This is an optimization exercise on Yosys and OpenROAD, whose aim is small area, a short achievable clock period and few clock cycles, not a production implementation.
The RTL was checked by simulation tests, not by an equivalence proof against the original design.
Power figures rest on the tool's default switching activity, not on a simulated workload.

== try-ember ==
==> flow/design.v (excerpt) <==
module milestone1 (
		input logic clock,
		input logic Resetn,
		input logic Enable,
		output	logic [17:0] SRAM_address,
		output 	logic [15:0] SRAM_write_data,
		output	logic SRAM_we_n,
		input		logic [15:0] SRAM_read_data,
		output   logic M1_end
);
localparam [1:0] S_IDLE = 2'd0, S_BLK = 2'd1, S_FRM = 2'd2, S_DONE = 2'd3;
logic [1:0] state;
logic [2:0] pos;         
logic [7:0] col;         
logic [15:0] m;          
logic [17:0] rgb_addr;
logic first;             
logic [7:0] up0, up1, up2, up3, up4, up5;
logic [7:0] vp0, vp1, vp2, vp3, vp4, vp5;
logic [7:0] st;
logic [7:0] ylo;         
logic [7:0] py;
logic [9:0] pu, pv;
logic lsel;              
logic fsel, fsel2;       
logic [10:0] l_ha, l_hb, g_ha, g_hb;
logic l_lc, g_lc;
logic [9:0] f_ha, f_hb;
logic f_lc;
wire [7:0] in_hi = SRAM_read_data[15:8];
wire [7:0] in_lo = SRAM_read_data[7:0];
wire frm = (state == S_FRM);
wire tail = (col == 8'd160);
wire blk = (state == S_BLK);
wire [7:0] fa = fsel ? vp0 : up0;
wire [7:0] fb = fsel ? vp1 : up1;
wire [7:0] fc = fsel ? vp2 : up2;
wire [7:0] fd = fsel2 ? vp3 : up3;
wire [7:0] fe = fsel2 ? vp4 : up4;
wire [7:0] ff = fsel2 ? vp5 : up5;
wire [8:0] s1 = fa + ff;
wire [8:0] s2 = fb + fe;
wire [8:0] s3 = fc + fd;
wire ft_1;
wire ft_2;
assign ft_1 = s1[7] ^ s1[5];
  ...
clock: 20.0 ns
lec_check: 0
cap_margin: 20
core_margin: 2
core_utilization: 40
cts_cluster_diameter: 120
cts_cluster_size: 22
place_density: 0.85
slew_margin: 20
standard.sh (not shown) runs the stock make flow with config.mk's settings and CLKGATE_MAP_FILE= SYNTH_SCRIPT=/design/flow/synth_recipe.tcl, a recipe that flattens the netlist after the stock synthesis.
==> flow/flow/run.sh <==
#!/bin/bash
# Standard layout, with the port buffers made from buf_2 cells instead of the
# default delay-buffer cells, and timing repair aiming at a 14.9 ns setup margin.
export BUFFER_PORTS_ARGS="-buffer_cell sky130_fd_sc_hd__buf_2"
export SETUP_SLACK_MARGIN=14.9
bash standard.sh > standard.log 2>&1
Testbench counts of try-ember, summed over its fixed seeds: cycles 775,708.
Modified inputs, try-amber compared to try-ember
==> flow/flow/run.sh <==
#!/bin/bash
# Standard layout, with buf_2 port buffers, timing repair aiming at a 14.9 ns
# setup margin, and balanced clock tree levels.
export BUFFER_PORTS_ARGS="-buffer_cell sky130_fd_sc_hd__buf_2"
export SETUP_SLACK_MARGIN=14.9
export CTS_ARGS="-sink_clustering_enable -repair_clock_nets -sink_clustering_size 22 -sink_clustering_max_diameter 120 -balance_levels -num_static_layers 1"
bash standard.sh > standard.log 2>&1
--- a/flow/config.mk
+++ b/flow/config.mk
@@ -11,4 +11,3 @@
 export CTS_CLUSTER_DIAMETER = 120
 export CTS_CLUSTER_SIZE = 22
-export PLACE_DENSITY = 0.85
 export SLEW_MARGIN = 20
Compared try-amber against try-ember; utilization within noise. Of try-amber and try-ember, try-ember shows the lower switching power of the nets, with try-amber above it. Looking at relative contribution of the clock network to total power, try-amber sits 1.7 points higher than try-ember does. Taking try-ember as the reference, in try-amber area growth from synthesis to final layout higher, final worst-path setup slack rose by 0.0046 ns, fraction of final layout cells sized beyond drive strength 1 now sits at about the same level, routed wire length has decreased.
The inputs of try-nickel differ from those of try-amber as listed below.
==> flow/flow/run.sh <==
#!/bin/bash
# Standard layout, with buf_2 port buffers, timing repair aiming at a 14.9 ns
# setup margin, and no extra buffers along the clock tree's branches.
export BUFFER_PORTS_ARGS="-buffer_cell sky130_fd_sc_hd__buf_2"
export SETUP_SLACK_MARGIN=14.9
export CTS_ARGS="-sink_clustering_enable -repair_clock_nets -sink_clustering_size 22 -sink_clustering_max_diameter 120 -distance_between_buffers 1000 -branching_point_buffers_distance 1000"
bash standard.sh > standard.log 2>&1
[summary]
Portion of the clock cycle consumed by the worst path in the final layout of try-amber is on par with try-nickel. On number of fillers in the final layout, try-amber tracks try-nickel almost exactly. Between try-nickel and try-amber, the difference in global routing usage summed across all routing layers is negligible. For via count of the first global-routing pass, try-nickel and try-amber come out practically identical. Diff try-amber..try-nickel | wire length of the first global-routing pass | negligible.
#### Input delta (try-pepper over try-nickel)
==> flow/flow/run.sh <==
#!/bin/bash
# Standard layout, with the port buffers made from buf_2 cells instead of the
# default delay-buffer cells, and timing repair aiming at a 14.9 ns setup margin.
export BUFFER_PORTS_ARGS="-buffer_cell sky130_fd_sc_hd__buf_2"
export SETUP_SLACK_MARGIN=14.9
bash standard.sh > standard.log 2>&1
--- a/flow/config.mk
+++ b/flow/config.mk
@@ -11,3 +11,5 @@
 export CTS_CLUSTER_DIAMETER = 120
 export CTS_CLUSTER_SIZE = 22
+export GPL_ROUTABILITY_DRIVEN = 0
+export GPL_TIMING_DRIVEN = 0
 export SLEW_MARGIN = 20
[summary]
try-pepper did not stop at any stage, and its layout met the timing, DRC and antenna checks.
The power of the clock network on try-pepper is in line with that on try-nickel.
Diff try-nickel -> try-pepper: proportion of power drawn by flip-flops and latches shows an increase of 0.2 points; leakage power of the design +about 1.2%; data arrival time of the worst path held; setup fix buffers added after clock tree synthesis climbed 1.
On fmax, try-pepper and try-nickel are neck and neck.
Looking at clock skew across try-pepper and try-nickel, the one that comes out higher is try-nickel.
Input changes introduced in try-harbor (baseline for comparison: try-pepper):
--- a/flow/config.mk
+++ b/flow/config.mk
@@ -11,5 +11,3 @@
 export CTS_CLUSTER_DIAMETER = 120
 export CTS_CLUSTER_SIZE = 22
-export GPL_ROUTABILITY_DRIVEN = 0
-export GPL_TIMING_DRIVEN = 0
 export SLEW_MARGIN = 20
### Flow results
Looking only at share of total power in the clock network, and setting everything else aside, the lower value of try-pepper and try-harbor goes to try-pepper. try-harbor vs try-pepper — via count of the first global-routing pass dropped slightly. Measured against each other, try-pepper and try-harbor differ in final cell count, the higher figure coming from try-pepper. Wire length ends up higher on try-pepper. Power went up slightly going from try-pepper to try-harbor. There was hardly any difference in share of the cycle needed by the critical path after routing between try-harbor and try-pepper. In terms of switching share of total power, try-pepper and try-harbor differ only marginally.

==> what the ideal ports hide <==
In the flow no input, the clock included, has a driving cell. The finished layouts below were timed again as built, in two steps. Step 1: set_driving_cell puts a clkbuf_16 on clock and a buf_2 on each other input, an assumption about the parent block. Step 2, shift: input delay + t, output delay - t, t = (earliest + latest rising clock arrival at the registers) / 2. This alone moves slack from input paths to output paths. a / b / c = ideal / step 1 / step 2; a / b = the first two.
run | shift t [ns] | setup WS [ns] | clock arrival spread, ns | pins driven straight from the clock port
try-ember | 0.585 | 14.918 / 14.864 / 14.733 | 0.017 / 0.018 | 1
try-amber | 0.605 | 14.923 / 14.865 / 14.723 | 0.035 / 0.034 | 1
try-nickel | 0.594 | 14.929 / 14.871 / 14.722 | 0.045 / 0.044 | 1
try-pepper | 0.594 | 14.918 / 14.857 / 14.718 | 0.023 / 0.024 | 1
try-harbor | 0.594 | 14.929 / 14.871 / 14.722 | 0.045 / 0.044 | 1
After both steps setup and hold are still met in every run listed.
